From an optimization exercise on the open Yosys and OpenROAD flow, aimed at small area, a short achievable clock period and few clock cycles; shortcuts taken in it are not production practice. Function was checked by simulation only, so behaviour that the tests miss may differ from the original. Power is estimated from default activity; no workload was simulated.

$ cat flow/config.mk
export PLATFORM = sky130hd
export DESIGN_NAME = SimpleCPU
export DESIGN_NICKNAME = SimpleCPU
export VERILOG_FILES = /design/flow/design.v
export SDC_FILE = /design/flow/constraint.sdc
export NUM_CORES = 4
export LEC_CHECK = 0
export ABC_AREA = 1
export CAP_MARGIN = 65
export CORE_MARGIN = 2
export CORE_UTILIZATION = 40
export SETUP_SLACK_MARGIN = 1.0
export SLEW_MARGIN = 65
$ cat flow/design.v
module SimpleCPU(clk, rst, data_fromRAM, wrEn, addr_toRAM, data_toRAM);
input clk, rst;
input wire [31:0] data_fromRAM;
output reg wrEn;
output reg [9:0] addr_toRAM;
output reg [31:0] data_toRAM;    
localparam S_F0  = 4'd0,   
           S_F1  = 4'd1,   
           S_2   = 4'd2,   
           S_3   = 4'd3,   
           S_4   = 4'd4,   
           S_5   = 4'd5,   
           S_IT  = 4'd6,   
           S_J   = 4'd7,   
           S_BR  = 4'd8,   
           S_NFX = 4'd9,   
           S_NFL = 4'd10,  
           S_NFH = 4'd11;  
localparam OP_ADD = 4'd0, OP_ADDi = 4'd1, OP_NAND = 4'd2, OP_NANDi = 4'd3,
           OP_SRL = 4'd4, OP_SRLi = 4'd5, OP_LT = 4'd6, OP_LTi = 4'd7,
           OP_CP = 4'd8, OP_CPi = 4'd9, OP_CPI = 4'd10, OP_CPIi = 4'd11,
           OP_BZJ = 4'd12, OP_BZJi = 4'd13, OP_MUL = 4'd14, OP_MULi = 4'd15;
reg [3:0]  state;
reg        hz;           
reg [9:0]  pc;
reg [3:0]  op;
reg [9:0]  fa;           
reg [31:0] r2;           
reg [31:0] r3;           
reg        g32;          
reg        bz;           
wire [31:0] d  = data_fromRAM;
wire [31:0] r1 = data_toRAM;
wire [9:0]  pc1 = pc + 10'd1;
wire st_f1  = state == S_F1;
wire st_2   = state == S_2;
wire st_3   = state == S_3;
wire st_4   = state == S_4;
wire st_5   = state == S_5;
wire st_it  = state == S_IT;
wire st_j   = state == S_J;
wire st_br  = state == S_BR;
wire st_nfx = state == S_NFX;
wire st_nfl = state == S_NFL;
wire st_nf  = state == S_NFX || state == S_NFL || state == S_NFH;
wire op_mul  = op[3:1] == 3'b111;
wire op_alu  = ~op[3];                  
wire op_imm  = op[0];
wire op_srl  = op[3:1] == 3'b010;
wire [32:0] sum;
add32 adder (.a(r1), .b(r2), .s(sum));
wire        lt   = sum[32];
wire        srl_last = g32 | (r2[4:1] == 4'd0);
wire        srl_nz   = ~g32 & (r2[4:0] != 5'd0);
wire r3hz = (r3[31:1] == 31'd0);
wire r2lz = (r2[30:0] == 31'd0);
wire r2z  = r2lz & ~r2[31];
wire mul_last = r3hz | r2lz;
wire take = (st_f1 & ~hz) | (st_br & ~bz);
reg [3:0] state_n;
reg       nf;            
always @(*) begin
	nf = 1'b0;
	state_n = state;
	case (state)
	S_F0: state_n = S_F1;
	S_F1: state_n = hz ? S_F0 : S_2;
	S_2:  if (op == OP_CPi) begin nf = 1'b1; state_n = S_NFH; end
	      else state_n = S_3;
	S_3:  case (op)
		OP_ADDi, OP_NANDi, OP_LTi: begin nf = 1'b1; state_n = S_NFX; end
		OP_SRLi: if (srl_last) begin nf = 1'b1; state_n = S_NFX; end
		         else state_n = S_IT;
		OP_MULi: state_n = S_IT;
		OP_BZJi: state_n = S_J;
		OP_CPIi, OP_CP: begin nf = 1'b1; state_n = S_NFL; end
		default: state_n = S_4;  
	      endcase
	S_4:  case (op)
		OP_SRL: state_n = S_IT;
		OP_MUL: if (r2z) begin nf = 1'b1; state_n = S_NFH; end
		        else state_n = S_IT;
		OP_CPI: state_n = S_5;
		OP_BZJ: state_n = S_BR;
		default: begin nf = 1'b1; state_n = S_NFX; end  
	      endcase
	S_5:  begin nf = 1'b1; state_n = S_NFL; end
	S_IT: if (op[3] ? mul_last : srl_last) begin nf = 1'b1; state_n = S_NFH; end
	S_J:  state_n = S_F0;
	S_BR: state_n = bz ? S_F1 : S_2;
	S_NFX, S_NFL, S_NFH: state_n = S_F1;
	default: state_n = S_F0;
	endcase
end
wire nf_bzj = st_3 & (op == OP_BZJ);
wire pc_inc = nf | nf_bzj;
always @(posedge clk) begin
	if (rst) begin
		state <= S_F0;
		pc <= 10'd0;
		addr_toRAM <= 10'd0;
		wrEn <= 1'b0;
		hz <= 1'b0;
	end else begin
		state <= state_n;
		wrEn <= st_nf;
		hz <= st_nf & (fa == pc);
		if (pc_inc) pc <= pc1;
		else if (st_j | (st_br & bz)) pc <= sum[9:0];
		if (take) addr_toRAM <= d[23:14];
		else if (pc_inc) addr_toRAM <= pc1;
		else if (st_2) addr_toRAM <= r2[9:0];
		else if (st_4 & (op == OP_CPI)) addr_toRAM <= d[9:0];
		else if (st_4 | st_j) addr_toRAM <= sum[9:0];    
		else addr_toRAM <= fa;                            
	end
end
wire op_lt   = ~op[3] & op[2] & op[1];
wire sel_imm  = take;
wire sel_zero = (st_2 & (op_mul | op == OP_BZJ)) | ((st_nfx | st_it) & op_srl & g32);
wire sel_nd   = st_3 & op_lt;
wire sel_d    = (st_3 & ((op_alu & ~op_lt) | op == OP_BZJi)) | st_nfl;
wire sel_sum  = (st_nfx & op[2:1] == 2'b00) | (st_it & op[3] & r3[0]);
wire sel_nand = st_nfx & op[2:1] == 2'b01;
wire sel_lt   = st_nfx & op[2:1] == 2'b11;
wire sel_shr  = (st_nfx | st_it) & op_srl & srl_nz;
wire r1_en = sel_imm | sel_zero | sel_nd | sel_d | sel_sum | sel_nand | sel_lt | sel_shr;
wire [31:0] r1_n = ({32{sel_d}} & d) | ({32{sel_imm}} & {18'd0, d[13:0]}) |
                   ({32{sel_nd}} & ~d) | ({32{sel_sum}} & sum[31:0]) |
                   ({32{sel_nand}} & ~(r1 & r2)) | {31'd0, sel_lt & lt} |
                   ({32{sel_shr}} & {1'b0, r1[31:1]});
always @(posedge clk) begin
	if (take) begin
		op <= d[31:28];
		fa <= d[23:14];
	end else if (st_3 & (op == OP_CPIi))
		fa <= d[9:0];
	if (r1_en) data_toRAM <= r1_n;
	if (take)
		r2 <= {18'd0, d[13:0]};
	else if ((st_3 & (op_mul | op == OP_BZJ)) | (st_4 & op_alu))
		r2 <= d;
	else if (st_it & op[3])
		r2 <= {r2[30:0], 1'b0};
	else if (st_it & srl_nz)
		r2[4:0] <= r2[4:0] - 5'd1;
	if (take) g32 <= |d[13:5];
	else if (st_4) g32 <= |d[31:5];
	if (st_4) bz <= (d == 32'd0);
	if (st_4) r3 <= d;
	else if (st_3) r3 <= {18'd0, r2[13:0]};
	else r3 <= {1'b0, r3[31:1]};
end
endmodule
module add32(input [31:0] a, input [31:0] b, output [32:0] s);
  wire [31:0] p0 = a ^ b, g0 = a & b;
  wire [31:0] g1, p1, g2, p2, g3, p3, g4, p4, g5, p5, c;
  genvar i;
  generate for (i = 0; i < 32; i = i + 1) begin : l1
    if (i % 2 == 1) begin
      assign g1[i] = g0[i] | p0[i] & g0[i-1]; assign p1[i] = p0[i] & p0[i-1];
    end else begin
      assign g1[i] = g0[i]; assign p1[i] = p0[i];
    end
  end endgenerate
  generate for (i = 0; i < 32; i = i + 1) begin : l2
    if (i % 4 == 3) begin
      assign g2[i] = g1[i] | p1[i] & g1[i-2]; assign p2[i] = p1[i] & p1[i-2];
    end else begin
      assign g2[i] = g1[i]; assign p2[i] = p1[i];
    end
  end endgenerate
  generate for (i = 0; i < 32; i = i + 1) begin : l3
    if (i % 8 == 7) begin
      assign g3[i] = g2[i] | p2[i] & g2[i-4]; assign p3[i] = p2[i] & p2[i-4];
    end else begin
      assign g3[i] = g2[i]; assign p3[i] = p2[i];
    end
  end endgenerate
  generate for (i = 0; i < 32; i = i + 1) begin : l4
    if (i % 16 == 15) begin
      assign g4[i] = g3[i] | p3[i] & g3[i-8]; assign p4[i] = p3[i] & p3[i-8];
    end else begin
      assign g4[i] = g3[i]; assign p4[i] = p3[i];
    end
  end endgenerate
  generate for (i = 0; i < 32; i = i + 1) begin : l5
    if (i == 31) begin
      assign g5[i] = g4[i] | p4[i] & g4[i-16]; assign p5[i] = p4[i] & p4[i-16];
    end else begin
      assign g5[i] = g4[i]; assign p5[i] = p4[i];
    end
  end endgenerate
  generate for (i = 0; i < 32; i = i + 1) begin : dn
    if (i == 0 || i == 1 || i == 3 || i == 7 || i == 15 || i == 31)
      assign c[i] = g5[i];
    else if (i == 23)
      assign c[i] = g5[i] | p5[i] & c[15];
    else if (i % 8 == 7)
      assign c[i] = g5[i] | p5[i] & c[i-8];
    else if (i % 4 == 3)
      assign c[i] = g5[i] | p5[i] & c[i-4];
    else if (i % 2 == 1)
      assign c[i] = g5[i] | p5[i] & c[i-2];
    else
      assign c[i] = g0[i] | p0[i] & c[i-1];
  end endgenerate
  assign s[0] = p0[0];
  generate for (i = 1; i < 32; i = i + 1) begin : so
    assign s[i] = p0[i] ^ c[i-1];
  end endgenerate
  assign s[32] = c[31];
endmodule
$ cat flow/run.sh
#!/bin/bash
# synth_recipe.tcl (not shown) runs the flow's synth.tcl, then flattens the netlist and writes it again
# the make line also repeats each setting of config.mk as NAME=value (left out here)
make -C /OpenROAD-flow-scripts/flow DESIGN_CONFIG=/design/flow/config.mk WORK_HOME=/design/flow/orfs CLKGATE_MAP_FILE= SYNTH_SCRIPT=/design/flow/synth_recipe.tcl finish
$ cat flow/constraint.sdc
create_clock -name core_clock -period 11.0 [get_ports {clk}]
set_input_delay 2.2000 -clock core_clock [delete_from_list [all_inputs] [get_ports {clk}]]
set_output_delay 2.2000 -clock core_clock [all_outputs]
set_load 0.01 [all_outputs]
==> results of run 1 <==
-- per-stage QoR --
| step | std cells | hold slack, ns | power [µW] | setup slack, ns |
|---|---|---|---|---|
| after floorplan | 1110 | 0.446 | 1390 | 7.86 |
| after global placement | 1425 | 0.462 | 1730 | 7.06 |
| after detailed placement | 1430 | 0.468 | 1740 | 7.12 |
| after CTS | 1462 | 0.477 | 2330 | 7.24 |
| after global routing | 1462 | 0.500 | 2480 | 7.17 |
| final | 1462 | 0.478 | 2330 | 7.25 |
-- cell families (layout without fill, tap and decap cells) --
kind of cell,Yosys count,in the layout,share of synthesized area [%]
AO/OA/AOI/OAI,300,300,20.2
XOR/XNOR,34,34,3.42
adder cells (fa/ha/maj),50,50,8.57
buffers and inverters,163,240,7.38
flip-flops,138,138,38.9
AND/OR/NAND/NOR,425,425,21.5
-- final timing paths --
check | from | end | slack [ns] | depth (start not counted)
setup / recovery | data_toRAM[1]$_DFFE_PP_ | data_toRAM[1] | 7.25 | 1
hold / removal | r3[29]$_DFF_P_ | r3[28]$_DFF_P_ | 0.48 | 2
hold reg to reg | r3[29]$_DFF_P_ | r3[28]$_DFF_P_ | 0.48 | 2
setup reg to reg | r2[0]$_DFFE_PP_ | data_toRAM[30]$_DFFE_PP_ | 7.43 | 17
-- power groups by stage --
stage	Combinational, µW	Sequential [µW]	Clock, µW
after floorplan	574	814	0
after global placement	900	827	0
after detailed placement	918	827	0
after CTS	925	817	587
after global routing	1030	836	609
final	931	820	581
-- state kept, by name, indices dropped and copies added (netlist names) --
name / cells
data_toRAM: 32
r2: 32
r3: 32
addr_toRAM: 10
fa: 10
pc: 10
op: 4
state: 4
bz: 1
g32: 1
hz: 1
wrEn: 1
-- final cells by class --
class                   count  share of cell area (%)
inverters                 118                    4.28
multi-input cells         809                    45.7
repair buffers             90                    8.32
well taps                 275                    3.33
clock buffers              20                    4.63
clock inverters            12                    1.06
flip-flops and latches    138                    32.7
-- routing by layer --
| metal | up-vias | wire length [µm] |
|---|---|---|
| met5 | - | 0 |
| met4 | 0 | 755 |
| met3 | 52 | 1690 |
| met2 | 324 | 12600 |
| met1 | 3919 | 12800 |
| li1 | 3988 | - |
-- placed cells by master, fill, tap and decap left out, types with 7 or more instances in the layout --
cell	count
inv_1	103
fa_1	16
o22ai_1	27
nor2_1	98
o221ai_1	24
clkdlybuf4s50_1	75
o211ai_1	13
nor3_1	16
xor2_1	15
a21oi_1	97
ha_1	34
dfxtp_1	76
nor2_4	7
o21ai_1	12
buf_4	9
nand3_1	51
xnor2_1	19
o21ai_0	93
inv_2	14
nand2_1	198
nand4_1	27
a31oi_1	12
clkbuf_16	19
edfxtp_1	62
==> metrics.csv, run 1 <==
metric,value,unit
register area share after synthesis,38.9,%
final core utilization,48.9,%
Pre-Repair DR Iteration Count,5,
Reg power frac,35.1,%
largest net degree at the start of global routing,50,
#FFs+latches synth,138,
Yosys top cell by area,edfxtp_1,
Post CTS Setup Buffer Count,0,
layout cells sized above 1,7.75,%
crit path buf inv count,1,
# setup viols final,0,
crit path DAT,1.55,ns
Avg Inst Size Synth,7.84,µm²
DR vias/cell,5.67,
clock sinks,138,
sequential cell area,3380,µm²
Ys Warns,1,
# fillers,2078,
"critical path, cell by cell",clkdlybuf4s50_1,
io pins,77,
clock tree buffer depth,2,
Die W,151,µm
Hold Crit Class,reg2reg,
global-route layer with the greatest usage,met2,
crit-path max cell delay,0.60,ns
status,timing/DRC/antenna clean,
Initial DRC Count,817,
WL per Instance,19.0,µm
RSZ-0062 raised after global routing,false,
Core Region,21200,µm²
"Hold-fix buffers, CTS",0,
vias,8283,
Slew HR,65.8,%
clock share of power,24.9,%
Fin. Hold Viols,0,
DRC,0,
cts bufs inserted,17,
Gate Count Post-Synth,1110,
area of the die,22900,µm²
Cell Pwr Density,225,nW/µm²
grt ovf,0,
CTS tree,done,
Total GRT Usage,25.2,%
Crit. End Element,primary output,
"top cells by area, synth","edfxtp_1 (21%), dfxtp_1 (17%), nand2_1 (8.7%)",
M1 GR Usage,35.2,%
DP HPWL,20500,µm
worst-path fanout max,4,
DP Area,9750,µm²
Logic pwr share,39.9,%
first-pass GRT wire length,44000,µm
met2 Track Usage GR,39.7,%
antenna cell count,0,
Routed WL,27900,µm
# rows,53,
H-tree depth,4,
sw power,922,µW
Fin Clk Skew,0.0164,ns
type of origin of the critical path,flop,
Max-Cap Viols,0,
Post-synth EDFFs,62,
layout overhead on the synthesized area,19.0,%
IO buf count,76,
vias in the first global route,7902,
fraction of power spent switching nets,39.5,%
WP data required,8.80,ns
Setup CP Type,reg2out,
Tcrit/Tclk final,34.1,%
Clock Tree Root,clkbuf_16,
Yosys cell types,49,
die span in y,151,µm
post-route cell area,10300,µm²
leakage,0.00423,µW
fraction of registers with async set/reset,0,%
initial antenna violation count,0,
setup tns final,0,ns
Post-Synthesis Cell Area,8700,µm²
Clock Latency Late Sink,0.44,ns
CTS resizes,0,
Starting Density,41.1,%
top cell family by delay on the critical path,buffers and inverters,
Worst-path clk slew,0.06,ns
Main synth FF type,dfxtp_1,
Multi-input gate area,4730,µm²
worst ir drop on vdd,111,µV
max-slew violations,0,
Synthesized Nets,1194,
GPL Wtd Cong,0.945,
"top cells by count, synth","nand2_1 (201), inv_1 (105), nor2_1 (98)",
CP max-delay cell,clkdlybuf4s50_1,
Achievable Freq,266,MHz
most frequent cell after synthesis,nand2_1,
Worst Tran Pin Value,0.513,ns
Tmin final,3.75,ns
Synth top area share,21.4,%
layout net count,1258,
Int Pwr,1410,µW
DRT antenna net count,0,
GRT met3 Usage,4.04,%
Testbench counts, summed over its fixed seeds: cycles 257,548.
==> run 2, diff against run 1 <==
--- a/flow/config.mk
+++ b/flow/config.mk
@@ -7,7 +7,7 @@
 export LEC_CHECK = 0
 export ABC_AREA = 1
-export CAP_MARGIN = 65
+export CAP_MARGIN = 45
 export CORE_MARGIN = 2
 export CORE_UTILIZATION = 40
 export SETUP_SLACK_MARGIN = 1.0
-export SLEW_MARGIN = 65
+export SLEW_MARGIN = 45
==> run 2 against run 1 <==
  * Die area unchanged
  * Sequential power about the same
  * Power down 0.21%
  * Via count down 0.39%
  * Critical path depth up 16
  * Worst hold slack worse by 0.0021 ns
  * Sequential cell count unchanged
  * Setup slack worse by 0.084 ns
==> metrics.csv, run 2 <==
metric,value,unit,change
Yosys top cell by area,edfxtp_1,,
Yosys cell types,49,,unchanged
layout net count,1257,,-0.079%
antenna cell count,0,,unchanged
#FFs+latches synth,138,,unchanged
Core Region,21200,µm²,unchanged
worst-path fanout max,5,,+1
Ys Warns,1,,unchanged
CTS resizes,0,,unchanged
Initial DRC Count,677,,-17%
Total GRT Usage,25.0,%,-0.23 points
"top cells by area, synth","edfxtp_1 (21%), dfxtp_1 (17%), nand2_1 (8.7%)",,
grt ovf,0,,unchanged
vias,8251,,-0.39%
H-tree depth,4,,unchanged
Die W,151,µm,unchanged
largest registers,"data_toRAM (32), r2 (32), r3 (32)",,
met3 wire len,1780,µm,+5.3%
fin cells,1461,,-0.068%
Gate Count Post-Synth,1110,,unchanged
max layer used,met4,,
DP HPWL,20400,µm,-0.14%
post-route cell area,10300,µm²,-0.39%
"top cells by count, synth","nand2_1 (201), inv_1 (105), nor2_1 (98)",,
fraction of registers with async set/reset,0,%,unchanged
largest net degree at the start of global routing,50,,unchanged
CTS tree,done,,
Worst-path clk slew,0.06,ns,about the same
WL per Instance,19.0,µm,about the same
Synthesized Nets,1194,,unchanged
DRT antenna net count,0,,unchanged
Synth top area share,21.4,%,unchanged
clock tree buffer depth,2,,unchanged
WP data required,11.17,ns,+2.37 ns
vias in the first global route,7776,,-1.6%
Cell Pwr Density,226,nW/µm²,+0.18%
Fin. Hold Viols,0,,unchanged
Setup CP Type,reg2reg,,
"Hold-fix buffers, CTS",0,,unchanged
DR vias/cell,5.65,,-0.32%
Tcrit/Tclk final,34.9,%,+0.77 points
Slew HR,52.7,%,-13 points
status,timing/DRC/antenna clean,,
final core utilization,48.7,%,-0.19 points
worst ir drop on vdd,98.4,µV,-11%
Reg2Reg Depth,17,,unchanged
Routed WL,27800,µm,-0.17%
# rows,53,,unchanged
die span in y,151,µm,unchanged
Hold Crit Class,reg2reg,,
Tmin final,3.84,ns,+0.0842 ns
layout cells sized above 1,6.75,%,-1.0 points
met2 wire length,12600,µm,-0.24%
IO buf count,76,,unchanged
Main synth FF type,dfxtp_1,,
Fin Clk Skew,0.0127,ns,-0.00376 ns
most frequent cells in the layout,"nand2_1 (201), inv_1 (105), nor2_1 (98), a21oi_1 (97), o21ai_0 (94)",,
cts bufs inserted,17,,unchanged
Avg Inst Size Synth,7.84,µm²,unchanged
register area share after synthesis,38.9,%,unchanged
Worst Tran Pin Value,0.709,ns,+0.196 ns
Tot Pwr,2330,µW,-0.21%
leakage,0.00420,µW,-0.57%
Post-Synthesis Cell Area,8700,µm²,unchanged
io pins,77,,unchanged
"most common cell after layout, fill and taps aside",nand2_1,,
Pre-Repair DR Iteration Count,5,,unchanged
DP Area,9720,µm²,-0.32%
# setup viols final,0,,unchanged
met1 wire length,12800,µm,-0.20%
layout overhead on the synthesized area,18.5,%,
Clock Tree Root,clkbuf_16,,
Crit. End Element,flop,,
first-pass GRT wire length,43700,µm,-0.78%
DRC,0,,unchanged
crit path DAT,4.01,ns,+2.46 ns
Achievable Freq,261,MHz,-2.2%
GPL Wtd Cong,0.945,,unchanged
area of the die,22900,µm²,unchanged
clock sinks,138,,unchanged
Post-synth EDFFs,62,,unchanged
initial antenna violation count,0,,unchanged
Starting Density,41.1,%,unchanged
RSZ-0062 raised after global routing,false,,
type of origin of the critical path,flop,,
Clock Latency Late Sink,0.44,ns,about the same
setup tns final,0,ns,unchanged
Max-Cap Viols,0,,unchanged
Hold Path Stages,2,,unchanged
Post CTS Setup Buffer Count,0,,unchanged
most frequent cell after synthesis,nand2_1,,
Cells after DPL,1428,,-0.14%
max-slew violations,0,,unchanged
run 2: cell counts after synthesis:
No cell type changed its count.
run 2: cell type report:
cell class	instances	area (µm²)
Inverter	118	443
Multi-Input combinational cell	809	4690
Tap cell	275	344
Sequential cell	138	3380
Timing Repair Buffer	89	870
Fill cell	2096	10800
Clock buffer	18	429
Clock inverter	14	148
run 2: kinds of logic after synthesis:
kind of cell	share of synthesized area, %
buf+inv	7.38
compound gates	20.2
xor+xnor	3.42
fa+ha+maj	8.57
simple gates	21.5
flops	38.9
run 2: final timing paths:
kind                                       from                  endpoint  slack, ns
worst min register to register   r3[14]$_DFF_P_            r3[13]$_DFF_P_       0.48
worst max-delay path            r2[0]$_DFFE_PP_  data_toRAM[30]$_DFFE_PP_       7.16
worst max register to register  r2[0]$_DFFE_PP_  data_toRAM[30]$_DFFE_PP_       7.16
worst min-delay path             r3[14]$_DFF_P_            r3[13]$_DFF_P_       0.48
run 2: worst max-delay path, cell delays in order, from the launching register on:
cell      delay, ns
edfxtp_1       0.47
ha_1           0.25
fa_1           0.36
inv_1          0.11
nor2_1         0.05
a211oi_1       0.40
o21ai_0        0.36
nand3_1        0.15
nand2_1        0.13
nand2_1        0.08
nand2_1        0.14
nand2_1        0.09
nand2_1        0.09
nand3_1        0.10
nand2_1        0.08
fa_1           0.45
a21oi_1        0.15
o211ai_1       0.10
run 2: layer usage:
metal / up-vias / global-route usage [%]
li1: 3989 / -
met1: 3907 / 35.1
met2: 306 / 39.7
met3: 49 / 3.80
met4: 0 / 8.13
met5: - / 0
run 2: per-stage QoR:
stage                     hold slack (ns)  worst slack (ns)
after floorplan                     0.446              7.86
after global placement              0.462              7.06
after detailed placement            0.464              7.12
after CTS                           0.477              7.19
after global routing                0.508              6.84
final                               0.476              7.16
run 2: power breakdown:
part	leakage [µW]	internal, µW	switching (µW)
logic	0.00271	370	561
clock network	0.000271	334	242
registers	0.00122	700	119
==> run 3, diff against run 2 <==
==> flow/flow/run.sh (new file) <==
#!/bin/bash
# The standard layout, with plain buffers instead of delay cells on the ports.
set -euo pipefail
export BUFFER_PORTS_ARGS="-buffer_cell sky130_fd_sc_hd__buf_4"
bash standard.sh > standard.log 2>&1
==> flow/standard.sh (new file) <==
#!/bin/bash
# synth_recipe.tcl (not shown) runs the flow's synth.tcl, then flattens the netlist and writes it again
# the make line also repeats each setting of config.mk as NAME=value (left out here)
make -C /OpenROAD-flow-scripts/flow DESIGN_CONFIG=/design/flow/config.mk WORK_HOME=/design/flow/orfs CLKGATE_MAP_FILE= SYNTH_SCRIPT=/design/flow/synth_recipe.tcl "${@:-finish}"
--- a/flow/config.mk
+++ b/flow/config.mk
@@ -7,7 +7,7 @@
 export LEC_CHECK = 0
 export ABC_AREA = 1
-export CAP_MARGIN = 45
+export CAP_MARGIN = 65
 export CORE_MARGIN = 2
 export CORE_UTILIZATION = 40
 export SETUP_SLACK_MARGIN = 1.0
-export SLEW_MARGIN = 45
+export SLEW_MARGIN = 65
removed: flow/run.sh
==> run 3 against run 2 <==
  * Global-route usage is essentially flat
  * Routed wire length shrank 0.77%
  * Core utilization shrank 0.85 points
  * Synthesized cell count is the same
  * Non-clock buffer count shrank 4
  * Critical path depth is the same
  * Largest cell class unchanged
==> metrics.csv, run 3 <==
metric,value,unit,change
Yosys cell types,49,,unchanged
Fin Clk Skew,0.0124,ns,-0.000284 ns
Routed WL,27600,µm,-0.77%
Ys Warns,1,,unchanged
Avg Inst Size Synth,7.84,µm²,unchanged
crit-path max cell delay,0.46,ns,about the same
# setup viols final,0,,unchanged
DP Area,9550,µm²,-1.8%
DRC,0,,unchanged
# fillers,2091,,-0.24%
initial antenna violation count,0,,unchanged
Hold Crit Class,reg2reg,,
clock tree buffer depth,2,,unchanged
vias in the first global route,7872,,+1.2%
post-route cell area,10100,µm²,-1.7%
die span in y,151,µm,unchanged
Reg-to-Reg Start,r2[0]$_DFFE_PP_,,
CTS tree,done,,
final core utilization,47.9,%,-0.85 points
Initial DRC Count,670,,-1.0%
layout net count,1253,,-0.32%
type of origin of the critical path,flop,,
Reg2Reg Depth,17,,unchanged
Post-Synthesis Cell Area,8700,µm²,unchanged
layout cells sized above 1,13.6,%,+6.9 points
"Hold-fix buffers, CTS",0,,unchanged
Hold Path Stages,2,,unchanged
Pre-Repair DR Iteration Count,5,,unchanged
Clock Latency Late Sink,0.45,ns,about the same
"top cells by area, synth","edfxtp_1 (21%), dfxtp_1 (17%), nand2_1 (8.7%)",,
"critical path, cell by cell","ha_1, fa_1, inv_1, nor2_1, a211oi_2, o21ai_1, nand3_1, nand2_1, nand2_1, nand2_1, nand2_1, nand2_1, nand3_1, nand2_1, fa_1, a21oi_1, o211ai_1",,
Tot Pwr,2290,µW,-1.7%
WL per Instance,18.9,µm,-0.49%
multiplexer area fraction after synthesis,0,%,unchanged
Tmin final,3.47,ns,-0.372 ns
leakage,0.00427,µW,+1.5%
Synth Area in Compound Gates,20.2,%,unchanged
Multi-input gate area,4730,µm²,+0.88%
most frequent cells in the layout,"nand2_1 (199), inv_1 (103), nor2_1 (98), a21oi_1 (97), o21ai_0 (93)",,
worst-path fanout max,5,,unchanged
IO buf count,76,,unchanged
area of the die,22900,µm²,unchanged
max-slew violations,0,,unchanged
"top cells by count, synth","nand2_1 (201), inv_1 (105), nor2_1 (98)",,
CP max-delay cell,edfxtp_1,,
Worst Tran Pin Value,0.515,ns,-0.194 ns
#FFs+latches synth,138,,unchanged
Tcrit/Tclk final,31.5,%,-3.4 points
"most common cell after layout, fill and taps aside",nand2_1,,
Core Region,21200,µm²,unchanged
main combinational cell family by area after synthesis,simple AND/OR/NAND/NOR gates,,
vias,8161,,-1.1%
Max-Cap Viols,0,,unchanged
most frequent cell after synthesis,nand2_1,,
Total GRT Usage,25.1,%,+0.030 points
fraction of registers with async set/reset,0,%,unchanged
Synth top area share,21.4,%,unchanged
DR vias/cell,5.60,,-0.82%
largest registers,"data_toRAM (32), r2 (32), r3 (32)",,
grt ovf,0,,unchanged
Worst-path clk slew,0.06,ns,about the same
Cells after DPL,1424,,-0.28%
Crit path top cell by count,nand2_1,,
setup tns final,0,ns,unchanged
Simple-Gate Fraction of Synth Area,21.5,%,unchanged
sequential cell area,3380,µm²,unchanged
GPL Wtd Cong,0.907,,-4.1%
Post-synth EDFFs,62,,unchanged
worst r2r dst,data_toRAM[30]$_DFFE_PP_,,
worst ir drop on vdd,128,µV,+30%
worst reg-to-reg setup slack,7.53,ns,+0.37 ns
layout overhead on the synthesized area,16.4,%,
DP HPWL,20100,µm,-1.6%
clock sinks,138,,unchanged
io pins,77,,unchanged
H-tree depth,4,,unchanged
Slew HR,65.6,%,+13 points
register area share after synthesis,38.9,%,unchanged
Setup CP Type,reg2reg,,
crit path DAT,3.64,ns,-0.37 ns
WP data required,11.18,ns,about the same
Main synth FF type,dfxtp_1,,
Cell Pwr Density,226,nW/µm²,about the same
Starting Density,41.1,%,unchanged
CTS resizes,0,,unchanged
Gate Count Post-Synth,1110,,unchanged
cts bufs inserted,17,,unchanged
antenna cell count,0,,unchanged
XOR/XNOR share of the synthesized area,3.42,%,unchanged
Adder-Cell Fraction of Synth Area,8.57,%,unchanged
status,timing/DRC/antenna clean,,
fin cells,1457,,-0.27%
Die W,151,µm,unchanged
RSZ-0062 raised after global routing,false,,
Min-Delay Startpoint,r3[23]$_DFF_P_,,
Yosys top cell by area,edfxtp_1,,
Post CTS Setup Buffer Count,0,,unchanged
Crit. End Element,flop,,
first-pass GRT wire length,43400,µm,-0.62%
Synthesized Nets,1194,,unchanged
DRT antenna net count,0,,unchanged
largest net degree at the start of global routing,50,,unchanged
Worst Hold End,r3[22]$_DFF_P_,,
# rows,53,,unchanged
Achievable Freq,289,MHz,+11%
Fin. Hold Viols,0,,unchanged
Clock Tree Root,clkbuf_16,,
run 3: cell counts after synthesis:
Identical to the previous run, type by type.
run 3: logic make-up (layout without fill, tap and decap cells):
logic type               count (synthesis)  after routing
AO/OA/AOI/OAI                          300            300
XOR/XNOR                                34             34
adder cells (fa/ha/maj)                 50             50
buffers and inverters                  163            235
flip-flops                             138            138
AND/OR/NAND/NOR                        425            425
run 3: layer usage:
metal / global-route usage (%) / wire length [µm]
met1: 33.9 / 12100
met2: 40.7 / 13000
met3: 4.13 / 1980
met4: 8.60 / 588
met5: 0 / 0
run 3: worst max path at each step:
stage | from | to | slack, ns | cells after the start
after global routing | r2[0]$_DFFE_PP_ | data_toRAM[30]$_DFFE_PP_ | 7.29 | 17
after CTS | r2[0]$_DFFE_PP_ | data_toRAM[30]$_DFFE_PP_ | 7.35 | 17
after floorplan | data_toRAM[0]$_DFFE_PP_ | data_toRAM[30]$_DFFE_PP_ | 7.86 | 17
after global placement | r2[0]$_DFFE_PP_ | data_toRAM[30]$_DFFE_PP_ | 7.32 | 17
final | r2[0]$_DFFE_PP_ | data_toRAM[30]$_DFFE_PP_ | 7.53 | 17
after detailed placement | r2[0]$_DFFE_PP_ | data_toRAM[30]$_DFFE_PP_ | 7.38 | 17
run 3: per-stage QoR:
step | worst slack (ns) | hold WS [ns]
2_1_floorplan | 7.86 | 0.446
5_1_grt | 7.29 | 0.495
4_1_cts | 7.35 | 0.470
6_report | 7.53 | 0.469
3_5_place_dp | 7.38 | 0.466
3_3_place_gp | 7.32 | 0.456
run 3: cell type report:
cell class,count,share of cell area [%]
Multi-Input combinational cell,809,46.7
Sequential cell,138,33.4
Timing Repair Buffer,85,6.42
Inverter,118,4.45
Clock buffer,17,4.20
Tap cell,275,3.40
Clock inverter,15,1.41
run 3: critical path, delay by kind of cell (launching register included):
family,cells,cell delay [ns]
AND/OR/NAND/NOR,9,0.85
flip-flops,1,0.46
adder cells (fa/ha/maj),3,1.06
buffers and inverters,1,0.10
AO/OA/AOI/OAI,4,0.74
run 3: report_power, final:
group / switching [µW] / internal, µW / total (µW) / leakage, µW
combinational: 561 / 346 / 907 / 0.00278
clock: 252 / 314 / 566 / 0.000267
sequential: 115 / 700 / 814 / 0.00122
==> run 4, diff against run 3 <==
==> flow/flow/run.sh (replaced) <==
#!/bin/bash
# The standard layout, with plain buffers instead of delay cells on the ports,
# and timing repair aimed at a shorter period than the clock's.
set -euo pipefail
export BUFFER_PORTS_ARGS="-buffer_cell sky130_fd_sc_hd__buf_4"
export SETUP_SLACK_MARGIN=7.4
bash standard.sh > standard.log 2>&1
--- a/flow/config.mk
+++ b/flow/config.mk
@@ -10,4 +10,3 @@
 export CORE_MARGIN = 2
 export CORE_UTILIZATION = 40
-export SETUP_SLACK_MARGIN = 1.0
 export SLEW_MARGIN = 65
==> run 4 against run 3 <==
  * Critical path type unchanged
  * Critical endpoint unchanged
  * Power rose by 0.38%
  * Sequential share of layout area fell by 0.094 points
  * Area after synthesis did not move
  * Sequential cell count did not move
  * Combinational power rose by 1%
  * Register-to-register slack improved by 0.11 ns
  * Still clean
  * Sequential power barely moved
==> metrics.csv, run 4 <==
metric,value,unit,change
DRT antenna net count,0,,unchanged
Clock Tree Root,clkbuf_16,,
largest net degree at the start of global routing,50,,unchanged
multiplexer area fraction after synthesis,0,%,unchanged
antenna cell count,0,,unchanged
layout cells sized above 1,14.0,%,+0.39 points
GPL Wtd Cong,0.907,,unchanged
layout net count,1256,,+0.24%
Tmin final,3.36,ns,-0.108 ns
Tcrit/Tclk final,30.5,%,-0.98 points
Worst Tran Pin Value,0.538,ns,+0.0230 ns
worst-path fanout max,5,,unchanged
Synth Area in Compound Gates,20.2,%,unchanged
Hold Path Stages,2,,unchanged
Pre-Repair DR Iteration Count,5,,unchanged
Avg Inst Size Synth,7.84,µm²,unchanged
Achievable Freq,298,MHz,+3.2%
RSZ-0062 raised after global routing,false,,
Total GRT Usage,25.1,%,about the same
most frequent cells in the layout,"nand2_1 (198), inv_1 (103), nor2_1 (98), a21oi_1 (97), o21ai_0 (93)",,
Fin Clk Skew,0.0118,ns,-0.000588 ns
"Hold-fix buffers, CTS",0,,unchanged
WP data required,11.18,ns,about the same
Starting Density,41.1,%,unchanged
Main synth FF type,dfxtp_1,,
# rows,53,,unchanged
fin cells,1460,,+0.21%
Final Hold Slack,0.470,ns,+0.000185 ns
vias,8162,,+0.012%
most frequent cell after synthesis,nand2_1,,
layout overhead on the synthesized area,16.8,%,
"top cells by count, synth","nand2_1 (201), inv_1 (105), nor2_1 (98)",,
Cell Pwr Density,226,nW/µm²,+0.10%
Gate Count Post-Synth,1110,,unchanged
Hold Crit Class,reg2reg,,
# fillers,2092,,+0.048%
crit path DAT,3.53,ns,-0.11 ns
Yosys top cell by area,edfxtp_1,,
WL per Instance,18.9,µm,-0.30%
DP HPWL,20100,µm,unchanged
Initial DRC Count,662,,-1.2%
Die W,151,µm,unchanged
DR vias/cell,5.59,,-0.19%
Slew HR,64.0,%,-1.5 points
Setup CP Type,reg2reg,,
fraction of registers with async set/reset,0,%,unchanged
IO buf count,76,,unchanged
main combinational cell family by area after synthesis,simple AND/OR/NAND/NOR gates,,
worst ir drop on vdd,128,µV,-0.46%
Max-Cap Viols,0,,unchanged
leakage,0.00428,µW,+0.36%
Core Region,21200,µm²,unchanged
"top cells by area, synth","edfxtp_1 (21%), dfxtp_1 (17%), nand2_1 (8.7%)",,
first-pass GRT wire length,43400,µm,+0.13%
register area share after synthesis,38.9,%,unchanged
Fin. Hold Viols,0,,unchanged
Routed WL,27600,µm,about the same
vias in the first global route,7889,,+0.22%
# setup viols final,0,,unchanged
area of the die,22900,µm²,unchanged
Clock Latency Late Sink,0.44,ns,about the same
"most common cell after layout, fill and taps aside",nand2_1,,
type of origin of the critical path,flop,,
CTS tree,done,,
Worst-path clk slew,0.06,ns,about the same
Post-Synthesis Cell Area,8700,µm²,unchanged
Tot Pwr,2300,µW,+0.38%
clock tree buffer depth,2,,unchanged
Reg2Reg Depth,17,,unchanged
Post-synth EDFFs,62,,unchanged
largest registers,"data_toRAM (32), r2 (32), r3 (32)",,
Simple-Gate Fraction of Synth Area,21.5,%,unchanged
Cells after DPL,1424,,unchanged
post-route cell area,10200,µm²,+0.28%
#FFs+latches synth,138,,unchanged
setup tns final,0,ns,unchanged
Synth top area share,21.4,%,unchanged
Adder-Cell Fraction of Synth Area,8.57,%,unchanged
max-slew violations,0,,unchanged
Ys Warns,1,,unchanged
clock sinks,138,,unchanged
initial antenna violation count,0,,unchanged
H-tree depth,4,,unchanged
Synthesized Nets,1194,,unchanged
DP Area,9550,µm²,unchanged
cts bufs inserted,17,,unchanged
grt ovf,0,,unchanged
Yosys cell types,49,,unchanged
io pins,77,,unchanged
Crit. End Element,flop,,
status,timing/DRC/antenna clean,,
die span in y,151,µm,unchanged
XOR/XNOR share of the synthesized area,3.42,%,unchanged
DRC,0,,unchanged
run 4: cell counts after synthesis:
Identical to the previous run, type by type.
run 4: final cells by class:
class	instances	area [µm²]	share of cell area, %
multi-input combinational	809	4740	46.6
sequential	138	3380	33.3
timing repair buffer	88	673	6.63
inverter	118	450	4.43
clock buffer	17	425	4.19
tap	275	344	3.39
clock inverter	15	143	1.40
run 4: power by group:
| group | internal [µW] | switching (µW) |
|---|---|---|
| Clock | 314 | 250 |
| Combinational | 354 | 563 |
| Sequential | 700 | 115 |
run 4: what timing repair did:
item	CTS	global route
resized for setup	1	2
setup buffers	0	3
endpoints found under the setup margin	1	3
pin swaps	0	1
run 4: worst paths after layout:
path | endpoint | start | slack [ns]
setup / recovery | data_toRAM[30]$_DFFE_PP_ | r2[0]$_DFFE_PP_ | 7.64
hold / removal | r3[22]$_DFF_P_ | r3[23]$_DFF_P_ | 0.47
setup reg to reg | data_toRAM[30]$_DFFE_PP_ | r2[0]$_DFFE_PP_ | 7.64
hold reg to reg | r3[22]$_DFF_P_ | r3[23]$_DFF_P_ | 0.47
run 4: worst max-delay path: stages, from the launching register on:
cell and delay (ns):
edfxtp_1 0.46, ha_1 0.25, fa_1 0.36, inv_1 0.09, nor2_1 0.07, a211oi_2 0.31, o21ai_2 0.15, nand3_1 0.09
nand2_1 0.11, nand2_1 0.10, nand2_2 0.10, nand2_1 0.08, nand2_1 0.08, nand3_1 0.10, nand2_1 0.07, fa_1 0.45
a21oi_1 0.16, o211ai_1 0.10
run 4: cell families (layout without fill, tap and decap cells):
| kind of cell | after synthesis | count (layout) |
|---|---|---|
| flops | 138 | 138 |
| compound gates | 300 | 300 |
| xor+xnor | 34 | 34 |
| simple gates | 425 | 425 |
| buf+inv | 163 | 238 |
| fa+ha+maj | 50 | 50 |
run 4: layer usage:
metal	vias up	global-route usage, %	routed length (µm)
met5	-	0	0
met4	0	9.02	618
met3	45	4.22	1900
met2	318	40.6	12800
met1	3801	33.8	12200
li1	3998	-	-
run 4: metrics by stage:
stage | util (%) | setup slack [ns]
2_1_floorplan | - | 7.86
3_3_place_gp | 44.8 | 7.32
3_5_place_dp | 45.1 | 7.38
6_report | 48.0 | 7.64
4_1_cts | 47.8 | 7.53
5_1_grt | 48.0 | 7.46
==> run 5, diff against run 4 <==
--- a/flow/flow/run.sh
+++ b/flow/flow/run.sh
@@ -4,4 +4,4 @@
 set -euo pipefail
 export BUFFER_PORTS_ARGS="-buffer_cell sky130_fd_sc_hd__buf_4"
-export SETUP_SLACK_MARGIN=7.4
+export SETUP_SLACK_MARGIN=8.1
 bash standard.sh > standard.log 2>&1
==> run 5 against run 4 <==
  * Critical path depth down 15
  * Global-route usage up 0.90 points
  * Fmax up 0.48%
  * Clock power up 8.9%
  * First-iteration DRC count up 6.8%
  * Routed wire length up 6.5%
  * Clock skew up 0.0048 ns
  * Power up 17%
  * Combinational power up 38%
  * Sequential cell count unchanged
  * Via count up 6.2%
==> metrics.csv, run 5 <==
metric,value,unit,change
Worst Tran Pin Value,0.503,ns,-0.0347 ns
most frequent cell after synthesis,nand2_1,,
largest net degree at the start of global routing,50,,unchanged
"Hold-fix buffers, CTS",0,,unchanged
vias in the first global route,8263,,+4.7%
Synth top area share,21.4,%,unchanged
status,timing/DRC/antenna clean,,
main combinational cell family by area after synthesis,simple AND/OR/NAND/NOR gates,,
Clock Latency Late Sink,0.43,ns,about the same
Yosys top cell by area,edfxtp_1,,
GPL Wtd Cong,0.914,,+0.82%
Setup CP Type,reg2out,,
grt ovf,0,,unchanged
# rows,53,,unchanged
CTS tree,done,,
fraction of power spent switching nets,38.7,%,-1.8 points
Synthesized Nets,1194,,unchanged
# setup viols final,0,,unchanged
DR vias/cell,5.66,,+1.2%
Fin. Hold Viols,0,,unchanged
multiplexer area fraction after synthesis,0,%,unchanged
clock sinks,138,,unchanged
WP data required,8.80,ns,-2.38 ns
"top cells by count, synth","nand2_1 (201), inv_1 (105), nor2_1 (98)",,
antenna cell count,0,,unchanged
Simple-Gate Fraction of Synth Area,21.5,%,unchanged
fraction of registers with async set/reset,0,%,unchanged
Max-Cap Viols,0,,unchanged
largest registers,"data_toRAM (32), r2 (32), r3 (32)",,
XOR/XNOR share of the synthesized area,3.42,%,unchanged
worst ir drop on vdd,96.6,µV,-24%
Routed WL,29400,µm,+6.5%
Synth Area in Compound Gates,20.2,%,unchanged
Hold Crit Class,reg2reg,,
Die W,151,µm,unchanged
cts bufs inserted,17,,unchanged
Final Hold Slack,0.477,ns,+0.00726 ns
Fin Clk Skew,0.0166,ns,+0.00480 ns
"top cells by area, synth","edfxtp_1 (21%), dfxtp_1 (17%), nand2_1 (8.7%)",,
initial antenna violation count,0,,unchanged
RSZ-0062 raised after global routing,true,,
setup tns final,0,ns,unchanged
Post-synth EDFFs,62,,unchanged
Reg2Reg Depth,19,,+2
DRC,0,,unchanged
H-tree depth,4,,unchanged
register area share after synthesis,38.9,%,unchanged
io pins,77,,unchanged
Clock Tree Root,clkbuf_16,,
Ys Warns,1,,unchanged
vias,8664,,+6.2%
Achievable Freq,299,MHz,+0.48%
Slew HR,66.4,%,+2.4 points
type of origin of the critical path,flop,,
clock share of power,22.8,%,-1.8 points
first-pass GRT wire length,45300,µm,+4.2%
layout net count,1328,,+5.7%
Gate Count Post-Synth,1110,,unchanged
Pre-Repair DR Iteration Count,5,,unchanged
max-slew violations,0,,unchanged
Total GRT Usage,26.0,%,+0.90 points
Hold Path Stages,2,,unchanged
layout overhead on the synthesized area,31.6,%,
layout cells sized above 1,26.3,%,+12 points
clock tree buffer depth,2,,unchanged
Main synth FF type,dfxtp_1,,
leakage,0.00480,µW,+12%
most frequent cells in the layout,"nand2_1 (189), buf_4 (102), inv_1 (98), nor2_1 (92), a21oi_1 (85)",,
area of the die,22900,µm²,unchanged
#FFs+latches synth,138,,unchanged
IO buf count,76,,unchanged
Worst-path clk slew,0.06,ns,about the same
Initial DRC Count,707,,+6.8%
Yosys cell types,49,,unchanged
Int Pwr,1650,µW,+21%
Tcrit/Tclk final,30.4,%,-0.14 points
Cell Pwr Density,235,nW/µm²,+3.9%
crit path DAT,1.14,ns,-2.39 ns
WL per Instance,19.2,µm,+1.5%
DP HPWL,20600,µm,+2.3%
sw power,1040,µW,+12%
DRT antenna net count,0,,unchanged
Avg Inst Size Synth,7.84,µm²,unchanged
Core Region,21200,µm²,unchanged
Crit. End Element,primary output,,
Post-Synthesis Cell Area,8700,µm²,unchanged
Logic pwr share,47.1,%,+7.1 points
die span in y,151,µm,unchanged
Reg power frac,30.1,%,-5.4 points
Adder-Cell Fraction of Synth Area,8.57,%,unchanged
worst-path fanout max,2,,-3
Tmin final,3.34,ns,-0.0159 ns
Starting Density,41.1,%,unchanged
"most common cell after layout, fill and taps aside",nand2_1,,
==> run 5: cell count changes in the layout (fill, tap and decap cells not counted), sizes merged <==
cell	before	now
buf	88	160
bufinv	1	4
clkbuf	17	19
clkinv	8	7
clkinvlp	4	3
inv	120	117
==> run 5: cells by family after synthesis <==
group	Yosys count
AND/OR/NAND/NOR	425
AO/OA/AOI/OAI	300
buffers and inverters	163
flip-flops	138
adder cells (fa/ha/maj)	50
XOR/XNOR	34
==> run 5: layer usage <==
layer  track usage, %  part of all wire [%]
met5                0                     0
met1             35.8                    44
met4             9.77                   2.9
met3             4.94                   6.8
met2             40.5                    46
==> run 5: what timing repair did <==
| item | in CTS | in global routing |
|---|---|---|
| endpoints found under the setup margin | 101 | 113 |
| pin swaps | 45 | 26 |
| resized for setup | 105 | 65 |
| setup buffers | 56 | 17 |
==> run 5: layout make-up <==
class | instances | area (µm²)
Fill cell | 1977 | 9700
Multi-Input combinational cell | 809 | 5200
Sequential cell | 138 | 3400
Timing Repair Buffer | 160 | 1420
Inverter | 118 | 470
Clock buffer | 19 | 443
Tap cell | 275 | 344
Clock inverter | 13 | 175
==> run 5: worst paths after layout <==
| path | slack, ns | start | to |
|---|---|---|---|
| worst max-delay path | 7.66 | data_toRAM[2]$_DFFE_PP_ | data_toRAM[2] |
| worst max register to register | 7.82 | data_toRAM[0]$_DFFE_PP_ | data_toRAM[30]$_DFFE_PP_ |
| worst min register to register | 0.48 | r3[29]$_DFF_P_ | r3[28]$_DFF_P_ |
| worst min-delay path | 0.48 | r3[29]$_DFF_P_ | r3[28]$_DFF_P_ |
==> run 5: power groups by stage <==
| stage | sequential, µW | clock, µW | combinational (µW) |
|---|---|---|---|
| after floorplan | 815 | 0 | 581 |
| after detailed placement | 827 | 0 | 906 |
| final | 809 | 614 | 1270 |
| after global placement | 828 | 0 | 885 |
| after CTS | 804 | 618 | 1130 |
| after global routing | 823 | 640 | 1380 |
==> run 5: per-stage QoR <==
step | instance area (µm²) | setup WS (ns) | utilization [%] | total power (µW) | instances
finish | 11500 | 7.66 | 54.1 | 2690 | 1532
global route | 11500 | 7.63 | 54.1 | 2840 | 1532
CTS | 11000 | 7.69 | 52.1 | 2560 | 1515
detailed placement | 9590 | 7.51 | 45.4 | 1730 | 1427
global placement | 9510 | 7.25 | 45.0 | 1710 | 1423
floorplan | 8740 | 7.88 | - | 1400 | 1110
==> run 5: worst max-delay path, stage by stage (launching register included) <==
cell and delay [ns]:
edfxtp_1 0.43, buf_4 0.17, buf_6 0.11
==> run 6, diff against run 5 <==
--- a/flow/flow/run.sh
+++ b/flow/flow/run.sh
@@ -4,4 +4,4 @@
 set -euo pipefail
 export BUFFER_PORTS_ARGS="-buffer_cell sky130_fd_sc_hd__buf_4"
-export SETUP_SLACK_MARGIN=8.1
+export SETUP_SLACK_MARGIN=7.7
 bash standard.sh > standard.log 2>&1
--- a/flow/config.mk
+++ b/flow/config.mk
@@ -9,4 +9,5 @@
 export CAP_MARGIN = 65
 export CORE_MARGIN = 2
-export CORE_UTILIZATION = 40
+export CORE_UTILIZATION = 60
+export PLACE_DENSITY = 0.7
 export SLEW_MARGIN = 65
==> run 6 against run 5 <==
  * Via count fell by 0.72%
  * Non-clock buffer count fell by 66
  * Area after synthesis did not move
  * Still clean
  * Sequential cell count did not move
  * Worst hold slack got worse by 0.0087 ns
  * Largest cell class unchanged
  * Critical endpoint is now data_toRAM[0]
==> metrics.csv, run 6 <==
metric,value,unit,change
status,timing/DRC/antenna clean,,
Multi-input gate area,4760,µm²,-8.5%
Clock Tree Root,clkbuf_16,,
Gate Count Post-Synth,1110,,unchanged
setup tns final,0,ns,unchanged
DR vias/cell,6.26,,+11%
Tot Pwr,2340,µW,-13%
Reg power frac,34.7,%,+4.6 points
worst r2r dst,data_toRAM[30]$_DFFE_PP_,,
layout cells sized above 1,14.8,%,-12 points
first-pass GRT wire length,43200,µm,-4.5%
Max-Cap Viols,0,,unchanged
Fin. Hold Viols,0,,unchanged
Ys Warns,1,,unchanged
# fillers,1195,,-40%
vias in the first global route,8102,,-1.9%
initial antenna violation count,0,,unchanged
Logic pwr share,40.4,%,-6.7 points
"Hold-fix buffers, CTS",0,,unchanged
Adder-Cell Fraction of Synth Area,8.57,%,unchanged
Synth Area in Compound Gates,20.2,%,unchanged
worst ir drop on vdd,133,µV,+38%
Crit. End Element,primary output,,
RSZ-0062 raised after global routing,true,,
# setup viols final,0,,unchanged
cts bufs inserted,17,,unchanged
DRT antenna net count,0,,unchanged
largest net degree at the start of global routing,50,,unchanged
clock tree buffer depth,2,,unchanged
Clock Latency Late Sink,0.43,ns,about the same
Worst Setup EP,data_toRAM[0],,
largest registers,"data_toRAM (32), r2 (32), r3 (32)",,
"most common cell after layout, fill and taps aside",nand2_1,,
Simple-Gate Fraction of Synth Area,21.5,%,unchanged
clock sinks,138,,unchanged
antenna cell count,0,,unchanged
vias,8602,,-0.72%
fraction of registers with async set/reset,0,%,unchanged
most frequent cells in the layout,"nand2_1 (197), inv_1 (102), nor2_1 (98), a21oi_1 (97), o21ai_0 (93)",,
area of the die,15500,µm²,-33%
pre-CTS setup slack,7.49,ns,-0.0222 ns
Setup CP Type,reg2out,,
Post-Synthesis Cell Area,8700,µm²,unchanged
Routed WL,27100,µm,-7.6%
IO buf count,76,,unchanged
main combinational cell family by area after synthesis,simple AND/OR/NAND/NOR gates,,
Synthesized Nets,1194,,unchanged
Achievable Freq,299,MHz,about the same
io pins,77,,unchanged
multiplexer area fraction after synthesis,0,%,unchanged
"top cells by count, synth","nand2_1 (201), inv_1 (105), nor2_1 (98)",,
Main synth FF type,dfxtp_1,,
Total GRT Usage,35.1,%,+9.1 points
layout overhead on the synthesized area,16.4,%,
final worst setup slack,7.65,ns,-0.00322 ns
"top cells by area, synth","edfxtp_1 (21%), dfxtp_1 (17%), nand2_1 (8.7%)",,
worst reg-to-reg setup slack,7.76,ns,-0.06 ns
Tmin final,3.35,ns,+0.00322 ns
XOR/XNOR share of the synthesized area,3.42,%,unchanged
layout net count,1262,,-5.0%
WL per Instance,19.7,µm,+3.0%
Yosys top cell by area,edfxtp_1,,
#FFs+latches synth,138,,unchanged
Worst Tran Pin Value,0.480,ns,-0.0230 ns
sw power,922,µW,-11%
GPL Wtd Cong,0.955,,+4.4%
# rows,44,,-17%
leakage,0.00432,µW,-9.9%
Worst-path clk slew,0.06,ns,about the same
DP HPWL,19200,µm,-6.8%
register area share after synthesis,38.9,%,unchanged
max-slew violations,0,,unchanged
Post-synth EDFFs,62,,unchanged
WP data required,8.80,ns,about the same
Starting Density,60.5,%,+19 points
Cell Pwr Density,231,nW/µm²,-1.5%
Core Region,14400,µm²,-32%
Yosys cell types,49,,unchanged
Synth top area share,21.4,%,unchanged
Hold Crit Class,reg2reg,,
Fin Clk Skew,0.00727,ns,-0.00934 ns
fraction of power spent switching nets,39.4,%,+0.70 points
H-tree depth,4,,unchanged
most frequent cell after synthesis,nand2_1,,
die span in y,124,µm,-18%
worst-path fanout max,2,,unchanged
Reg2Reg Depth,17,,-2
CP Launch Point,data_toRAM[0]$_DFFE_PP_,,
Int Pwr,1420,µW,-14%
Slew HR,67.9,%,+1.5 points
grt ovf,0,,unchanged
Pre-Repair DR Iteration Count,8,,+3
clock share of power,24.9,%,+2.1 points
CTS tree,done,,
Avg Inst Size Synth,7.84,µm²,unchanged
crit path DAT,1.15,ns,about the same
Initial DRC Count,939,,+33%
DRC,0,,unchanged
Die W,124,µm,-18%
sequential cell area,3380,µm²,-0.41%
Reg-to-Reg Start,data_toRAM[0]$_DFFE_PP_,,
Tcrit/Tclk final,30.4,%,about the same
type of origin of the critical path,flop,,
## run 6: cell counts after synthesis
Identical to the previous run, type by type.
## run 6: repair_timing
action                     CTS  global route
pin swaps                    2             3
buffers inserted             3             7
setup endpoints to repair    6            21
resized for setup            3             5
## run 6: power by group through the flow
stage               combinational [µW]  clock (µW)  sequential [µW]
finish                             946         584              813
floorplan                          574           0              814
global route                      1040         603              828
CTS                                901         581              813
global placement                   859           0              820
detailed placement                 880           0              822
## run 6: cell type report
type,count,area share (%)
Clock inverter,15,1.56
Multi-Input combinational cell,809,47.0
Sequential cell,138,33.4
Clock buffer,17,4.20
Timing Repair Buffer,94,7.12
Tap cell,184,2.27
Inverter,118,4.42
## run 6: cell families after synthesis
logic type | after synthesis
buffers and inverters | 163
DFF | 138
xor gates and xnor gates | 34
AOI/OAI and AO/OA | 300
and+or+nand+nor | 425
adders and majority gates | 50
## run 6: through the flow
step / hold slack [ns] / cells / area [µm²] / util [%]
after floorplan: 0.446 / 1110 / 8700 / -
after global placement: 0.457 / 1332 / 9360 / 65.1
after detailed placement: 0.461 / 1333 / 9420 / 65.6
after CTS: 0.469 / 1368 / 10000 / 69.8
after global routing: 0.487 / 1375 / 10100 / 70.5
final: 0.468 / 1375 / 10100 / 70.5
## run 6: how the worst min path moves through the flow
stage               slack [ns]             end           start  depth (start not counted)
finish                    0.47  r3[13]$_DFF_P_  r3[14]$_DFF_P_                          2
global route              0.49  r3[24]$_DFF_P_  r3[25]$_DFF_P_                          2
CTS                       0.47  r3[22]$_DFF_P_  r3[23]$_DFF_P_                          2
detailed placement        0.46  r3[22]$_DFF_P_  r3[23]$_DFF_P_                          2
global placement          0.46  r3[28]$_DFF_P_  r3[29]$_DFF_P_                          2
floorplan                 0.45  r3[16]$_DFF_P_  r3[17]$_DFF_P_                          2
## run 6: routing by layer
layer	global-route usage (%)	vias to the layer above	share of wire, %
li1	-	4006	-
met5	0	-	0
met4	14.2	0	3.2
met3	5.54	79	8.6
met2	56.7	455	47
met1	47.4	4062	41
## run 6: critical path: stages, from the launching register on
cell and delay, ns:
edfxtp_1 0.41, buf_4 0.16, buf_4 0.14
==> run 7, diff against run 6 <==
--- a/flow/config.mk
+++ b/flow/config.mk
@@ -9,5 +9,4 @@
 export CAP_MARGIN = 65
 export CORE_MARGIN = 2
-export CORE_UTILIZATION = 60
-export PLACE_DENSITY = 0.7
+export CORE_UTILIZATION = 40
 export SLEW_MARGIN = 65
==> run 7 against run 6 <==
  * Sequential cell count is the same
  * Highest routed layer unchanged
  * Core utilization shrank 22 points
  * Routed wire length grew 1.8%
  * Cell count grew 6.9%
  * Area after synthesis is the same
  * Combinational power is essentially flat
  * Worst hold slack gained 0.0020 ns
  * Global-route usage shrank 9.9 points
  * Clock power shrank 3%
  * Register-to-register slack gained 0.10 ns
  * Sequential power shrank 0.7%
==> metrics.csv, run 7 <==
metric,value,unit,change
Post-Synthesis Cell Area,8700,µm²,unchanged
GPL Wtd Cong,0.907,,-5.0%
Worst Tran Pin Value,0.534,ns,+0.0532 ns
worst-path fanout max,2,,unchanged
area of the die,22900,µm²,+48%
Hold Crit Class,reg2reg,,
Synth top area share,21.4,%,unchanged
Routed WL,27600,µm,+1.8%
Yosys top cell by area,edfxtp_1,,
Avg Inst Size Synth,7.84,µm²,unchanged
antenna cell count,0,,unchanged
IO buf count,76,,unchanged
most frequent cells in the layout,"nand2_1 (197), inv_1 (103), nor2_1 (98), a21oi_1 (97)",,
H-tree depth,4,,unchanged
vias in the first global route,7898,,-2.5%
crit path DAT,1.13,ns,-0.02 ns
DR vias/cell,5.58,,-11%
RSZ-0062 raised after global routing,true,,
vias,8199,,-4.7%
Fin. Hold Viols,0,,unchanged
io pins,77,,unchanged
# rows,53,,+20%
largest net degree at the start of global routing,50,,unchanged
max-slew violations,0,,unchanged
register area share after synthesis,38.9,%,unchanged
"Hold-fix buffers, CTS",0,,unchanged
Tot Pwr,2320,µW,-1.1%
grt ovf,0,,unchanged
Pre-Repair DR Iteration Count,5,,-3
cts bufs inserted,17,,unchanged
Cell Pwr Density,226,nW/µm²,-2.4%
Post-synth EDFFs,62,,unchanged
DRC,0,,unchanged
leakage,0.00434,µW,+0.39%
most frequent cell after synthesis,nand2_1,,
Gate Count Post-Synth,1110,,unchanged
Achievable Freq,301,MHz,+0.55%
Tcrit/Tclk final,30.2,%,-0.17 points
Clock Latency Late Sink,0.44,ns,about the same
DP HPWL,20100,µm,+4.9%
DP Area,9550,µm²,+1.3%
DRT antenna net count,0,,unchanged
worst ir drop on vdd,128,µV,-4.0%
Initial DRC Count,677,,-28%
Worst-path clk slew,0.06,ns,about the same
type of origin of the critical path,flop,,
clock sinks,138,,unchanged
first-pass GRT wire length,43600,µm,+0.88%
Die W,151,µm,+22%
post-route cell area,10200,µm²,+1.2%
largest registers,"data_toRAM (32), r2 (32), r3 (32)",,
Min-Delay Startpoint,r3[23]$_DFF_P_,,
# setup viols final,0,,unchanged
Starting Density,41.1,%,-19 points
Fin Clk Skew,0.0110,ns,+0.00373 ns
"top cells by count, synth","nand2_1 (201), inv_1 (105), nor2_1 (98)",,
Main synth FF type,dfxtp_1,,
# fillers,2080,,+74%
Ys Warns,1,,unchanged
"top cells by area, synth","edfxtp_1 (21%), dfxtp_1 (17%), nand2_1 (8.7%)",,
fraction of registers with async set/reset,0,%,unchanged
Yosys cell types,49,,unchanged
Total GRT Usage,25.1,%,-9.9 points
initial antenna violation count,0,,unchanged
layout overhead on the synthesized area,17.8,%,
clock tree buffer depth,2,,unchanged
"most common cell after layout, fill and taps aside",nand2_1,,
Reg-to-Reg Start,data_toRAM[0]$_DFFE_PP_,,
WL per Instance,18.8,µm,-4.7%
setup tns final,0,ns,unchanged
Synthesized Nets,1194,,unchanged
#FFs+latches synth,138,,unchanged
Clock Tree Root,clkbuf_16,,
CP Launch Point,data_toRAM[0]$_DFFE_PP_,,
Tmin final,3.33,ns,-0.0184 ns
Final Hold Slack,0.470,ns,+0.00201 ns
layout net count,1266,,+0.32%
Core Region,21200,µm²,+47%
layout cells sized above 1,15.0,%,+0.20 points
status,timing/DRC/antenna clean,,
Max-Cap Viols,0,,unchanged
WP data required,8.80,ns,about the same
Slew HR,64.3,%,-3.6 points
die span in y,151,µm,+22%
CTS tree,done,,
Setup CP Type,reg2out,,
Crit. End Element,primary output,,
[run 7: cell count changes in the layout (fill, tap and decap cells not counted), moves of 3 or more]
cell,previous run,this run
inv_4,2,5
clkinv_1,6,2
clkinv_4,1,6
inv_2,13,10
[run 7: per-layer routing]
| layer | track usage, % | vias to the layer above | part of all wire [%] |
|---|---|---|---|
| li1 | - | 4021 | - |
| met1 | 34.1 | 3827 | 45 |
| met2 | 40.4 | 308 | 46 |
| met3 | 4.22 | 43 | 6.8 |
| met4 | 9.21 | 0 | 2.5 |
| met5 | 0 | - | 0 |
[run 7: critical path: stages (launching register included)]
cell,delay (ns)
edfxtp_1,0.40
buf_4,0.15
buf_4,0.14
[run 7: per-stage QoR]
step | setup slack (ns) | util, % | instances
floorplan | 7.86 | - | 1110
finish | 7.67 | 48.4 | 1470
global placement | 7.32 | 44.8 | 1422
detailed placement | 7.38 | 45.1 | 1424
global route | 7.65 | 48.4 | 1470
CTS | 7.67 | 48.2 | 1464
[run 7: report_power, final]
group / switching [µW] / internal (µW)
sequential: 107 / 699
clock: 250 / 314
combinational: 575 / 370
total: 933 / 1380
[run 7: logic make-up after synthesis]
group | count (synthesis) | synth area share (%)
XOR/XNOR | 34 | 3.42
adder cells (fa/ha/maj) | 50 | 8.57
flip-flops | 138 | 38.9
AO/OA/AOI/OAI | 300 | 20.2
AND/OR/NAND/NOR | 425 | 21.5
buffers and inverters | 163 | 7.38
[run 7: final timing paths]
check | cells after the start | end | slack (ns)
setup / recovery | 2 | data_toRAM[0] | 7.67
hold / removal | 2 | r3[22]$_DFF_P_ | 0.47
setup reg to reg | 17 | data_toRAM[30]$_DFFE_PP_ | 7.86
hold reg to reg | 2 | r3[22]$_DFF_P_ | 0.47
[run 7: what timing repair did]
| action | CTS | global route |
|---|---|---|
| pin swaps | 1 | 2 |
| endpoints found under the setup margin | 19 | 9 |
| buffers inserted | 8 | 5 |
| resized for setup | 3 | 4 |
| gates cloned | 0 | 0 |
[run 7: area by class of cell]
cell class	count	area (µm²)	area share, %
tap	275	344	3.36
clock buffer	17	425	4.15
inverter	118	450	4.40
timing repair buffer	98	752	7.34
clock inverter	15	143	1.39
sequential	138	3380	33.0
multi-input combinational	809	4750	46.4
==> run 8, diff against run 7 <==
--- a/flow/config.mk
+++ b/flow/config.mk
@@ -10,3 +10,4 @@
 export CORE_MARGIN = 2
 export CORE_UTILIZATION = 40
+export CTS_BUF_LIST = sky130_fd_sc_hd__clkbuf_8
 export SLEW_MARGIN = 65
==> run 8 against run 7 <==
  * Still clean on timing, DRC and antenna
  * Fmax decreased by 0.41%
  * Setup slack lost 0.014 ns
  * Sequential cell count unchanged
  * Register-to-register slack worse by 0.05 ns
  * Core utilization about the same
  * Combinational power is 5.2% higher
  * Area after synthesis is the same
  * Via count up 1.2%
  * Cell count is 1.4% higher
  * Clock power decreased by 27%
  * Power fell by 4.8%
  * Highest routed layer unchanged
==> metrics.csv, run 8 <==
metric,value,unit,change
DRT antenna net count,0,,unchanged
Core Region,21200,µm²,unchanged
Avg Inst Size Synth,7.84,µm²,unchanged
Total GRT Usage,25.1,%,-0.038 points
status,timing/DRC/antenna clean,,
Yosys cell types,49,,unchanged
layout overhead on the synthesized area,17.7,%,about the same
first-pass GRT wire length,43700,µm,+0.27%
Post-synth EDFFs,62,,unchanged
leakage,0.00436,µW,+0.53%
Clock Tree Root,clkbuf_8,,
"Hold-fix buffers, CTS",0,,unchanged
pre-CTS setup slack,7.38,ns,unchanged
Hold Crit Class,reg2reg,,
XOR/XNOR share of the synthesized area,3.42,%,unchanged
layout cells sized above 1,16.6,%,+1.6 points
Synthesized Nets,1194,,unchanged
most frequent cell after synthesis,nand2_1,,
DR vias/cell,5.56,,-0.23%
CP max-delay cell,edfxtp_1,,
fraction of registers with async set/reset,0,%,unchanged
main combinational cell family by area after synthesis,simple AND/OR/NAND/NOR gates,,
RSZ-0062 raised after global routing,true,,
Die W,151,µm,unchanged
DRC,0,,unchanged
area of the die,22900,µm²,unchanged
crit-path max cell delay,0.42,ns,+0.02 ns
worst ir drop on vdd,87.0,µV,-32%
Worst-path clk slew,0.09,ns,+0.03 ns
Multi-input gate area,4760,µm²,+0.16%
layout net count,1287,,+1.7%
#FFs+latches synth,138,,unchanged
Clock Latency Late Sink,0.47,ns,+0.03 ns
largest registers,"data_toRAM (32), r2 (32), r3 (32)",,
final worst setup slack,7.66,ns,-0.0137 ns
# setup viols final,0,,unchanged
Post-Synthesis Cell Area,8700,µm²,unchanged
Worst Tran Pin Value,0.528,ns,-0.00586 ns
"critical path, cell by cell","buf_6, buf_6",,
crit path DAT,1.14,ns,about the same
Crit path top cell by count,buf_6,,
multiplexer area fraction after synthesis,0,%,unchanged
vias in the first global route,8036,,+1.7%
io pins,77,,unchanged
Pre-Repair DR Iteration Count,5,,unchanged
"most common cell after layout, fill and taps aside",nand2_1,,
Tmin final,3.34,ns,+0.0137 ns
# rows,53,,unchanged
most frequent cells in the layout,"nand2_1 (197), buf_4 (109), inv_1 (103), nor2_1 (98), a21oi_1 (95)",,
worst-path fanout max,2,,unchanged
clock tree buffer depth,2,,unchanged
Adder-Cell Fraction of Synth Area,8.57,%,unchanged
H-tree depth,4,,unchanged
WP data required,8.80,ns,about the same
Cell Pwr Density,215,nW/µm²,-4.7%
Fin Clk Skew,0.0151,ns,+0.00405 ns
Synth Area in Compound Gates,20.2,%,unchanged
DP HPWL,20100,µm,unchanged
Simple-Gate Fraction of Synth Area,21.5,%,unchanged
vias,8297,,+1.2%
max-slew violations,0,,unchanged
register area share after synthesis,38.9,%,unchanged
Gate Count Post-Synth,1110,,unchanged
Achievable Freq,299,MHz,-0.41%
Starting Density,41.1,%,unchanged
die span in y,151,µm,unchanged
GPL Wtd Cong,0.907,,unchanged
sequential cell area,3380,µm²,unchanged
grt ovf,0,,unchanged
Routed WL,27800,µm,+0.57%
clock sinks,138,,unchanged
## run 8: final timing paths
| path | start | endpoint | slack [ns] | cells past startpoint |
|---|---|---|---|---|
| hold reg to reg | r3[23]$_DFF_P_ | r3[22]$_DFF_P_ | 0.47 | 2 |
| hold / removal | r3[23]$_DFF_P_ | r3[22]$_DFF_P_ | 0.47 | 2 |
| setup / recovery | data_toRAM[0]$_DFFE_PP_ | data_toRAM[0] | 7.66 | 2 |
| setup reg to reg | data_toRAM[0]$_DFFE_PP_ | data_toRAM[30]$_DFFE_PP_ | 7.81 | 17 |
## run 8: kinds of logic after synthesis
kind of cell,Yosys count
xor+xnor,34
simple gates,425
fa+ha+maj,50
buf+inv,163
flops,138
compound gates,300
## run 8: final cells by class
type / instances / share of cell area [%]
multi-input combinational: 809 / 46.5
sequential: 138 / 33.0
timing repair buffer: 119 / 9.07
inverter: 118 / 4.40
tap: 275 / 3.36
clock buffer: 17 / 2.28
clock inverter: 15 / 1.39
## run 8: routing by layer
metal,global-route usage [%],vias to the layer above,share of wire [%]
li1,-,4047,-
met1,34.0,3876,44
met2,40.4,327,46
met3,4.13,47,7.1
met4,9.30,0,2.7
met5,0,-,0
## run 8: stage by stage
| stage | total power (µW) | std cells | utilization [%] | instance area (µm²) | hold slack [ns] |
|---|---|---|---|---|---|
| 2_1_floorplan | 1390 | 1110 | - | 8700 | 0.446 |
| 3_3_place_gp | 1700 | 1422 | 44.8 | 9470 | 0.456 |
| 3_5_place_dp | 1710 | 1424 | 45.1 | 9550 | 0.466 |
| 4_1_cts | 2170 | 1479 | 47.8 | 10100 | 0.474 |
| 5_1_grt | 2350 | 1491 | 48.4 | 10200 | 0.499 |
| 6_report | 2200 | 1491 | 48.4 | 10200 | 0.471 |
## run 8: worst reg2reg max path, cell delays in order (launching register included)
cell and delay [ns]:
edfxtp_1 0.42, ha_2 0.22, fa_1 0.35, inv_1 0.10, nor2_1 0.06, a211oi_2 0.23, o21ai_2 0.15, nand3_1 0.12
nand2_2 0.08, nand2_1 0.08, nand2_2 0.09, nand2_1 0.08, nand2_1 0.08, nand3_1 0.10, nand2_1 0.07, fa_1 0.45
a21oi_1 0.16, o211ai_1 0.10
## run 8: repair_timing
item,4_1_cts,5_1_grt
setup endpoints to repair,33,15
gates resized for setup,3,11
pin swaps,1,4
setup buffers,23,11
## run 8: where the power goes
| group | total (µW) | internal, µW | switching [µW] |
|---|---|---|---|
| sequential | 798 | 698 | 100 |
| combinational | 994 | 399 | 595 |
| clock | 413 | 182 | 231 |

Re-timed with assumed drivers on the ports (clkbuf_16 on the clock, buf_2 on other inputs), run 8 has 7.613 ns of setup slack against 7.660 ns with ideal ports, and 7.538 ns once port delays also move by the mid clock arrival of 0.508 ns.
